Context: an optimization exercise on an open-source flow, tuned for small area and a short achievable clock period. The choices shown serve that exercise and are no tape-out recipe. The RTL was checked by simulation tests, not by an equivalence proof against the original design.

`flow/constraint.sdc`:
```
create_clock -name core_clock -period 8.0 [get_ports {clk}]
set_input_delay 1.6000 -clock core_clock [delete_from_list [all_inputs] [get_ports {clk}]]
set_output_delay 1.6000 -clock core_clock [all_outputs]
set_load 0.01 [all_outputs]
```
`flow/run.sh`:
```
#!/bin/bash
# synth_recipe.tcl (not shown) runs the flow's synth.tcl, then flattens the netlist and writes it again
# the make line also repeats each setting of config.mk as NAME=value (left out here)
make -C /OpenROAD-flow-scripts/flow DESIGN_CONFIG=/design/flow/config.mk WORK_HOME=/design/flow/orfs CLKGATE_MAP_FILE= SYNTH_SCRIPT=/design/flow/synth_recipe.tcl finish
```
`flow/design.v`:
```
module csa(a,b,cin,s,cout);
   parameter N = 64;
   input [N-1:0] a;
   input [N-1:0] b;
   input [N-1:0] cin;
   output [N-1:0] s;
   output [N-1:0] cout;
   wire [N-1:0]   w_xor_ab = a^b;
   assign s = w_xor_ab ^ cin;
   assign cout = a&b | (cin & w_xor_ab);
endmodule  
module ff(q,d,clk);
   parameter N = 1;
   input logic [N-1:0] d;
   input logic 	       clk;
   output logic [N-1:0] q;
   always_ff@(posedge clk)
     begin
	q <= d;
     end  
endmodule  
module mul(clk,
	   reset,
	   is_signed,
	   is_high,
	   go,
	   src_A,
	   src_B,
	   rob_ptr_in,
	   prf_ptr_in,
	   y,
	   complete,
	   rob_ptr_out,
	   prf_ptr_val_out,
	   prf_ptr_out);
   input logic clk;
   input logic reset;
   input logic is_signed;
   input logic is_high;
   input logic go;
   input logic [31:0] src_A;
   input logic [31:0] src_B;
   input logic [5-1:0] rob_ptr_in;
   input logic [6-1:0] prf_ptr_in;
   output logic [63:0] 			  y;
   output logic 			  complete;
   output logic [5-1:0] 	  rob_ptr_out;
   output logic 			  prf_ptr_val_out;
   output logic [6-1:0] prf_ptr_out;
   logic [3:0] 		      r_is_high;
   logic [3:0] 		      r_complete;
   logic [3:0] 			   r_gpr_val;
   logic [6-1:0] 		   r_gpr_ptr[3:0];
   logic [5-1:0] 		   r_rob_ptr[3:0];
   assign complete = r_complete[3];
   assign rob_ptr_out = r_rob_ptr[3];
   assign prf_ptr_val_out = r_gpr_val[3];
   assign prf_ptr_out = r_gpr_ptr[3];
   logic 			   r_signed;
   wire [63:0] 			   r_mul31;   
   always_comb
     begin
	y = r_is_high[3] ? {32'd0, r_mul31[63:32]} : r_mul31;
     end  
   wire [63:0] w_pp_us[31:0];
   wire [63:0] w_pp[31:0];
   logic [31:0][63:0] r_pp0, r_pp1;
   logic [31:0] rA,rB;
   always_ff@(posedge clk)
     begin
	rA <= src_A;
	rB <= src_B;
	r_signed <= is_signed;
     end
   assign w_pp_us[0] = {32'd0, (rA & {32{rB[0]}})};
   assign w_pp_us[31] = {1'b0, (rA & {32{rB[31]}}), 31'd0};
   generate
      for(genvar i = 1; i < 31; i=i+1)
	begin
	   assign w_pp_us[i] = { {(32-i){1'b0}}, (rA & {32{rB[i]}} ), {i{1'b0}} };
	end
      for(genvar i = 1; i < 31; i=i+1)
	begin
	   assign w_pp[i] = {w_pp_us[i][63:(32+i)], (r_signed ? ~w_pp_us[i][31+i] : w_pp_us[i][31+i]), w_pp_us[i][(30+i):0]};
	end
   endgenerate
   assign w_pp[0] = {w_pp_us[0][63:33], (r_signed ? {1'b1, ~w_pp_us[0][31]} : {1'b0, w_pp_us[0][31]} ), w_pp_us[0][30:0]};
   assign w_pp[31] = r_signed ? {1'b1, w_pp_us[31][62], ~w_pp_us[31][61:31], 31'd0} : w_pp_us[31];
   always_ff@(posedge clk)
     begin
	for(integer j = 0; j < 32; j=j+1)
	  begin
	     r_pp0[j] <= w_pp[j];
	     r_pp1[j] <= r_pp0[j];
	  end
     end
   wire [63:0] w_c0, w_s0;
   csa #(.N(64)) c0 (.a(w_pp[0]), .b(w_pp[1]), .cin(w_pp[2]), .s(w_s0), .cout(w_c0));
   wire [63:0] w_c1, w_s1;
   csa #(.N(64)) c1 (.a(w_s0), .b({w_c0[62:0], 1'b0}), .cin(w_pp[3]), .s(w_s1), .cout(w_c1));
   wire [63:0] w_c2, w_s2;
   csa #(.N(64)) c2 (.a(w_s1), .b({w_c1[62:0], 1'b0}), .cin(w_pp[4]), .s(w_s2), .cout(w_c2));
   wire [63:0] w_c3, w_s3;
   csa #(.N(64)) c3 (.a(w_s2), .b({w_c2[62:0], 1'b0}), .cin(w_pp[5]), .s(w_s3), .cout(w_c3));
   wire [63:0] w_c4, w_s4;
   csa #(.N(64)) c4 (.a(w_s3), .b({w_c3[62:0], 1'b0}), .cin(w_pp[6]), .s(w_s4), .cout(w_c4));
   wire [63:0] w_c5, w_s5;
   csa #(.N(64)) c5 (.a(w_s4), .b({w_c4[62:0], 1'b0}), .cin(w_pp[7]), .s(w_s5), .cout(w_c5));
   wire [63:0] w_c6, w_s6;
   csa #(.N(64)) c6 (.a(w_s5), .b({w_c5[62:0], 1'b0}), .cin(w_pp[8]), .s(w_s6), .cout(w_c6));
   wire [63:0] w_c7, w_s7;
   csa #(.N(64)) c7 (.a(w_s6), .b({w_c6[62:0], 1'b0}), .cin(w_pp[9]), .s(w_s7), .cout(w_c7));
   wire [63:0] w_c8, w_s8;
   csa #(.N(64)) c8 (.a(w_s7), .b({w_c7[62:0], 1'b0}), .cin(w_pp[10]), .s(w_s8), .cout(w_c8));
   wire [63:0] w_c9, w_s9;
   csa #(.N(64)) c9 (.a(w_s8), .b({w_c8[62:0], 1'b0}), .cin(w_pp[11]), .s(w_s9), .cout(w_c9));
   wire [63:0] w_c10, w_s10;
   csa #(.N(64)) c10 (.a(w_s9), .b({w_c9[62:0], 1'b0}), .cin(w_pp[12]), .s(w_s10), .cout(w_c10));
   wire [63:0] w_c11, w_s11;
   csa #(.N(64)) c11 (.a(w_s10), .b({w_c10[62:0], 1'b0}), .cin(w_pp[13]), .s(w_s11), .cout(w_c11));
   wire [63:0] r_s11, r_c11;
   ff #(.N(64)) ff_s0 (.clk(clk), .d(w_s11), .q(r_s11));
   ff #(.N(64)) ff_c0 (.clk(clk), .d(w_c11), .q(r_c11));
   wire [63:0] w_c12, w_s12;
   csa #(.N(64)) c12 (.a(r_s11), .b({r_c11[62:0], 1'b0}), .cin(r_pp0[14]), .s(w_s12), .cout(w_c12));
   wire [63:0] w_c13, w_s13;
   csa #(.N(64)) c13 (.a(w_s12), .b({w_c12[62:0], 1'b0}), .cin(r_pp0[15]), .s(w_s13), .cout(w_c13));
   wire [63:0] w_c14, w_s14;
   csa #(.N(64)) c14 (.a(w_s13), .b({w_c13[62:0], 1'b0}), .cin(r_pp0[16]), .s(w_s14), .cout(w_c14));
   wire [63:0] w_c15, w_s15;
   csa #(.N(64)) c15 (.a(w_s14), .b({w_c14[62:0], 1'b0}), .cin(r_pp0[17]), .s(w_s15), .cout(w_c15));
   wire [63:0] w_c16, w_s16;
   csa #(.N(64)) c16 (.a(w_s15), .b({w_c15[62:0], 1'b0}), .cin(r_pp0[18]), .s(w_s16), .cout(w_c16));
   wire [63:0] w_c17, w_s17;
   csa #(.N(64)) c17 (.a(w_s16), .b({w_c16[62:0], 1'b0}), .cin(r_pp0[19]), .s(w_s17), .cout(w_c17));
   wire [63:0] w_c18, w_s18;
   csa #(.N(64)) c18 (.a(w_s17), .b({w_c17[62:0], 1'b0}), .cin(r_pp0[20]), .s(w_s18), .cout(w_c18));
   wire [63:0] w_c19, w_s19;
   csa #(.N(64)) c19 (.a(w_s18), .b({w_c18[62:0], 1'b0}), .cin(r_pp0[21]), .s(w_s19), .cout(w_c19));
   wire [63:0] w_c20, w_s20;
   csa #(.N(64)) c20 (.a(w_s19), .b({w_c19[62:0], 1'b0}), .cin(r_pp0[22]), .s(w_s20), .cout(w_c20));
   wire [63:0] w_c21, w_s21;
   csa #(.N(64)) c21 (.a(w_s20), .b({w_c20[62:0], 1'b0}), .cin(r_pp0[23]), .s(w_s21), .cout(w_c21));
   wire [63:0] w_c22, w_s22;
   csa #(.N(64)) c22 (.a(w_s21), .b({w_c21[62:0], 1'b0}), .cin(r_pp0[24]), .s(w_s22), .cout(w_c22));
   wire [63:0] r_s22, r_c22;
   ff #(.N(64)) ff_s1 (.clk(clk), .d(w_s22), .q(r_s22));
   ff #(.N(64)) ff_c1 (.clk(clk), .d(w_c22), .q(r_c22));
   wire [63:0] w_c23, w_s23;
   csa #(.N(64)) c23 (.a(r_s22), .b({r_c22[62:0], 1'b0}), .cin(r_pp1[25]), .s(w_s23), .cout(w_c23));
   wire [63:0] w_c24, w_s24;
   csa #(.N(64)) c24 (.a(w_s23), .b({w_c23[62:0], 1'b0}), .cin(r_pp1[26]), .s(w_s24), .cout(w_c24));
   wire [63:0] w_c25, w_s25;
   csa #(.N(64)) c25 (.a(w_s24), .b({w_c24[62:0], 1'b0}), .cin(r_pp1[27]), .s(w_s25), .cout(w_c25));
   wire [63:0] w_c26, w_s26;
   csa #(.N(64)) c26 (.a(w_s25), .b({w_c25[62:0], 1'b0}), .cin(r_pp1[28]), .s(w_s26), .cout(w_c26));
   wire [63:0] w_c27, w_s27;
   csa #(.N(64)) c27 (.a(w_s26), .b({w_c26[62:0], 1'b0}), .cin(r_pp1[29]), .s(w_s27), .cout(w_c27));
   wire [63:0] w_c28, w_s28;
   csa #(.N(64)) c28 (.a(w_s27), .b({w_c27[62:0], 1'b0}), .cin(r_pp1[30]), .s(w_s28), .cout(w_c28));
   wire [63:0] w_c29, w_s29;
   csa #(.N(64)) c29 (.a(w_s28), .b({w_c28[62:0], 1'b0}), .cin(r_pp1[31]), .s(w_s29), .cout(w_c29));
   wire [63:0] w_mul31 = w_s29 + {w_c29[62:0], 1'b0};
   ff #(.N(64)) s0 (.clk(clk), .d(w_mul31), .q(r_mul31));
   always_ff@(posedge clk)
     begin
	if(reset)
	  begin
	     for(integer i = 0; i <= 3; i=i+1)
	       begin
		  r_rob_ptr[i] <= 'd0;
		  r_gpr_ptr[i] <= 'd0;
	       end
	     r_complete <= 'd0;
	     r_gpr_val <= 'd0;
	     r_is_high <= 'd0;
	  end
	else
	  begin
	     for(integer i = 0; i <= 3; i=i+1)
	       begin
		  if(i == 0)
		    begin
		       r_complete[0] <= go;
		       r_is_high[0] <= is_high;
		       r_rob_ptr[0] <= rob_ptr_in;
		       r_gpr_val[0] <= go;
		       r_gpr_ptr[0] <= prf_ptr_in;
		    end
		  else
		    begin
		       r_complete[i] <= r_complete[i-1];
		       r_is_high[i] <= r_is_high[i-1];
		       r_rob_ptr[i] <= r_rob_ptr[i-1];
		       r_gpr_val[i] <= r_gpr_val[i-1];
		       r_gpr_ptr[i] <= r_gpr_ptr[i-1];
		    end
	       end
	  end
     end  
endmodule
```
`flow/config.mk`:
```
export PLATFORM = sky130hd
export DESIGN_NAME = mul
export DESIGN_NICKNAME = mul
export VERILOG_FILES = /design/flow/design.v
export SDC_FILE = /design/flow/constraint.sdc
export NUM_CORES = 4
export LEC_CHECK = 0
export CAP_MARGIN = 20
export CORE_MARGIN = 2
export CORE_UTILIZATION = 40
export SLEW_MARGIN = 20
```
==> impl_metrics.py <==
metrics = {
    "clocking": {
        "cts-hold-fix-buffers": 0,
        "ctsRootBufferMaster": "sky130_fd_sc_hd__clkbuf_16",
        "worst_setup_hold_path_clk_slew_ns": 0.07,
        "postCtsSetupRepairBufs": 0,
        "cts_buffer_depth": 3,
        "post_cts_resize_count": 0,
        "h-tree-depth": 3,
        "numCtsBuffers": 115,
        "cts.sinks": 1148,
        "clock_tree_from_tritoncts": "done",
        "worst_skew_pair.late_latency_ns": 0.72,
    },
    "worst_setup_path": {
        "critical-path-top-delay-family": "adder cells",
        "timing.critical_path.mode_cell": "sky130_fd_sc_hd__fa_1",
        "setup.worst_path.end_class": "register",
        "worst-endpoint-required_ns": 8.66,
        "worst_path_largest_cell_delay_ns": 0.72,
        "timing.reg2reg.setup_slack_ns": 1.11,
        "critical-path-slowest-cell": "sky130_fd_sc_hd__dfxtp_1",
        "cp-start-kind": "register",
        "cp_cell_sequence": "buf_4 -> nand2_1 -> fa_1 -> fa_1 -> fa_1 -> fa_1 -> fa_1 -> fa_1 -> fa_1 -> fa_1 -> fa_1 -> inv_1 -> fa_1 -> fa_1 -> inv_1 -> fa_1 -> inv_1",
        "worstSetupPathType": "register to register",
        "critPathArrivalTime_ns": 7.55,
        "timing.critical_path.fanout_max": 18,
        "worstPathBufferInverterCount": 4,
    },
    "global_route": {
        "number_of_global_route_vias_before_repair": 30766,
        "grt_start_max_net_pins": 65,
        "antenna_found_initial": 10,
        "grt.total_usage": 0.163,
        "gr-total-overflow": 0,
        "grt_first_pass_wirelength_um": 174000,
    },
    "placement": {
        "placedInstanceArea_um2": 57000,
        "buffer_ports.inserted": 156,
        "dp_hpwl_um": 79100,
        "routabilityCongestion": 0.816,
    },
    "final_layout": {
        "fill_cells": 12068,
        "layout-drive-gt1-share": 0.0688,
        "areaGrowthSynthToFinish_pct": 13.7,
        "ff_latch_area_um2": 23000,
        "final_net_count": 5379,
        "layout.cell_area.non_filler_um2": 60900,
        "multi_input_gate_area_in_the_final_layout_um2": 28200,
    },
    "sta": {
        "worstMarginPinSlew_ns": 0.947,
        "worst_slew_margin_rel": 0.368,
        "fin_setup_tns_ns": 0,
        "timing.final.max_slew_violations": 0,
        "fin_crit_ns": 6.89,
        "timing.final.crit_share": 0.862,
        "final_hold_vios": 0,
        "finish_stage_setup_viols": 0,
        "fmax_ghz": 0.145,
        "setup_clock_skew_after_layout_ns": 0.0237,
        "rsz_0062_raised_after_global_routing": "false",
    },
    "detailed_routing": {
        "routed_wl_um": 107000,
        "ant_nets": 0,
        "post_drt_wl_per_cell_um": 17.3,
        "first_iter_violations": 1230,
        "detailedRoute.firstPassIterationCount": 5,
        "drc_errors": 0,
        "routed-via-count": 27354,
        "detail_route.vias_per_cell": 4.43,
    },
    "synthesis": {
        "synth_top_area_cell": "sky130_fd_sc_hd__dfxtp_1",
        "synthesis.area_per_instance_um2": 12.8,
        "post_synth_instance_area_um2": 53600,
        "yosys_warnings": 6,
        "synth.area.top_cells": "sky130_fd_sc_hd__dfxtp_1, sky130_fd_sc_hd__fa_1, sky130_fd_sc_hd__and2_1, sky130_fd_sc_hd__inv_1, sky130_fd_sc_hd__clkbuf_1",
        "yosys_register_bits": 1148,
        "yosys_most_used_dff": "sky130_fd_sc_hd__dfxtp_1",
        "synth_sequential_area_ratio": 0.429,
        "syn_inst": 4197,
        "synth.top_cell.area_share": 0.429,
        "async_flop_share": 0,
        "yosysMostFrequentCell": "sky130_fd_sc_hd__dfxtp_1",
        "synth_cell_count_leaders": "sky130_fd_sc_hd__dfxtp_1, sky130_fd_sc_hd__fa_1, sky130_fd_sc_hd__and2_1",
        "number_of_flops_mapped_to_enable_cells_by_yosys": 0,
        "syn_nets": 5269,
        "synth.lib_cells_used.distinct": 55,
    },
    "run": {
        "max_cap_violations": 0,
    },
    "outcome": {
        "status": "complete, no violations",
    },
    "floorplan": {
        "core_region_area_um2": 133000,
        "core.rowCount": 134,
        "floorplan.die_area_um2": 137000,
        "initial_core_util": 0.402,
        "floorplan.die.height_um": 370,
        "floorplan.io_pins": 157,
        "die_x_um": 370,
    },
    "hold_path": {
        "kind_of_path_behind_the_tightest_hold_check": "register to register",
    },
}
## sequential cells by signal, summed over array words and instances (netlist names)
name        cells
ff_c0.q        32
ff_c1.q        32
ff_s0.q        44
ff_s1.q        54
rA             32
rB             32
r_complete      4
r_gpr_ptr      24
r_is_high       4
r_pp0         578
r_pp1         227
r_rob_ptr      20
r_signed        1
s0.q           64
## logic make-up after synthesis
kind of cell             count (synthesis)  synth area share
AO/OA/AOI/OAI                          111            0.0143
XOR/XNOR                                89            0.0145
adder cells (fa/ha/maj)                992             0.362
buffers and inverters                  622            0.0440
flip-flops                            1148             0.429
multiplexers                            32           0.00673
AND/OR/NAND/NOR                       1203             0.130
## through the flow
step | util | cells | worst slack [ns] | hold slack [ns]
after floorplan | - | 4197 | 1.12 | 0.310
after global placement | 0.427 | 5958 | 1.20 | 0.310
after detailed placement | 0.427 | 5958 | 1.10 | 0.312
after CTS | 0.457 | 6173 | 1.07 | 0.314
after global routing | 0.457 | 6174 | 0.870 | 0.323
final | 0.457 | 6174 | 1.11 | 0.308
## worst reg2reg max path: stages (launching register included)
cell	delay (ns)
sky130_fd_sc_hd__dfxtp_1	0.72
sky130_fd_sc_hd__buf_4	0.33
sky130_fd_sc_hd__nand2_1	0.11
sky130_fd_sc_hd__fa_1	0.45
sky130_fd_sc_hd__fa_1	0.56
sky130_fd_sc_hd__fa_1	0.46
sky130_fd_sc_hd__fa_1	0.41
sky130_fd_sc_hd__fa_1	0.43
sky130_fd_sc_hd__fa_1	0.44
sky130_fd_sc_hd__fa_1	0.52
sky130_fd_sc_hd__fa_1	0.42
sky130_fd_sc_hd__fa_1	0.45
sky130_fd_sc_hd__inv_1	0.10
sky130_fd_sc_hd__fa_1	0.48
sky130_fd_sc_hd__fa_1	0.38
sky130_fd_sc_hd__inv_1	0.11
sky130_fd_sc_hd__fa_1	0.42
sky130_fd_sc_hd__inv_1	0.06
## cell usage in the layout, fill, tap and decap left out, types with 3 or more instances in the layout
cell	count
sky130_fd_sc_hd__clkbuf_16	116
sky130_fd_sc_hd__and2_1	849
sky130_fd_sc_hd__a211oi_2	3
sky130_fd_sc_hd__nand3_1	8
sky130_fd_sc_hd__xnor2_1	70
sky130_fd_sc_hd__xor2_1	19
sky130_fd_sc_hd__a21oi_1	35
sky130_fd_sc_hd__clkdlybuf4s50_1	155
sky130_fd_sc_hd__inv_1	397
sky130_fd_sc_hd__clkinv_4	4
sky130_fd_sc_hd__nand2b_1	4
sky130_fd_sc_hd__nor2_1	25
sky130_fd_sc_hd__clkinvlp_4	6
sky130_fd_sc_hd__nand2_1	204
sky130_fd_sc_hd__clkinv_2	19
sky130_fd_sc_hd__dfxtp_2	6
sky130_fd_sc_hd__bufinv_16	11
sky130_fd_sc_hd__fa_1	930
sky130_fd_sc_hd__nand4_1	9
sky130_fd_sc_hd__inv_6	5
sky130_fd_sc_hd__mux2_2	32
sky130_fd_sc_hd__o21ai_1	5
sky130_fd_sc_hd__o21bai_1	5
sky130_fd_sc_hd__nor3_1	8
sky130_fd_sc_hd__o21ai_0	23
sky130_fd_sc_hd__a211oi_1	5
sky130_fd_sc_hd__and3_1	3
sky130_fd_sc_hd__ha_1	62
sky130_fd_sc_hd__dfxtp_1	1141
sky130_fd_sc_hd__a21o_1	3
sky130_fd_sc_hd__a31oi_1	5
sky130_fd_sc_hd__clkbuf_1	26
sky130_fd_sc_hd__o211ai_1	4
sky130_fd_sc_hd__nor2b_1	85
sky130_fd_sc_hd__clkbuf_8	23
sky130_fd_sc_hd__buf_4	62
sky130_fd_sc_hd__clkinv_16	3
## layout make-up
| class | instances | area share |
|---|---|---|
| flip-flops and latches | 1148 | 0.377 |
| repair buffers | 218 | 0.0332 |
| multi-input cells | 2427 | 0.463 |
| clock buffers | 165 | 0.0544 |
| clock inverters | 50 | 0.0109 |
| diodes | 1 | 0.0000411 |
| well taps | 1768 | 0.0363 |
| inverters | 397 | 0.0245 |
## routing by layer
metal,global-route usage,vias up,part of all wire
met3,0.0279,165,0.037
met2,0.276,441,0.49
met4,0.0489,2,0.029
li1,-,12665,-
met1,0.215,14081,0.45
met5,0,-,0.00013
## worst paths after layout
path,start,end,cells after the start
setup reg to reg,rA[4]$_DFF_P_,ff_s0.q[13]$_DFF_P_,17
hold reg to reg,r_pp0[1637]$_DFF_P_,r_pp1[1637]$_DFF_P_,0
setup / recovery,rA[4]$_DFF_P_,ff_s0.q[13]$_DFF_P_,17
hold / removal,r_pp0[1637]$_DFF_P_,r_pp1[1637]$_DFF_P_,0

-- what the ideal ports hide --
How much do the figures lean on ideal ports? The routed layout below was timed once more, with nothing changed but the port constraints. Step 1 (the two cells are an assumption about what drives the block):
set clk [get_ports {clk}]
set_driving_cell -lib_cell sky130_fd_sc_hd__clkbuf_16 $clk
set_driving_cell -lib_cell sky130_fd_sc_hd__buf_2 [delete_from_list [all_inputs] $clk]
Step 2 also shifts input and output timing later by t, the mid clock arrival at the registers, as if the neighbouring blocks saw the same clock. Three values: ideal ports, drivers, drivers and shift; two values: the first two.
t (ns): 0.774
slack for setup (ns): 1.105 / 1.105 / 1.105
hold WS [ns]: 0.308 / 0.308 / 0.308
latest minus earliest clock arrival (ns): 0.025 / 0.025
worst slew at a driven data input, ns: 0.16
After both steps this run still meets setup and hold. For this run, drivers alone change the setup slack by 0.000 ns; drivers and shift together by 0.000 ns.
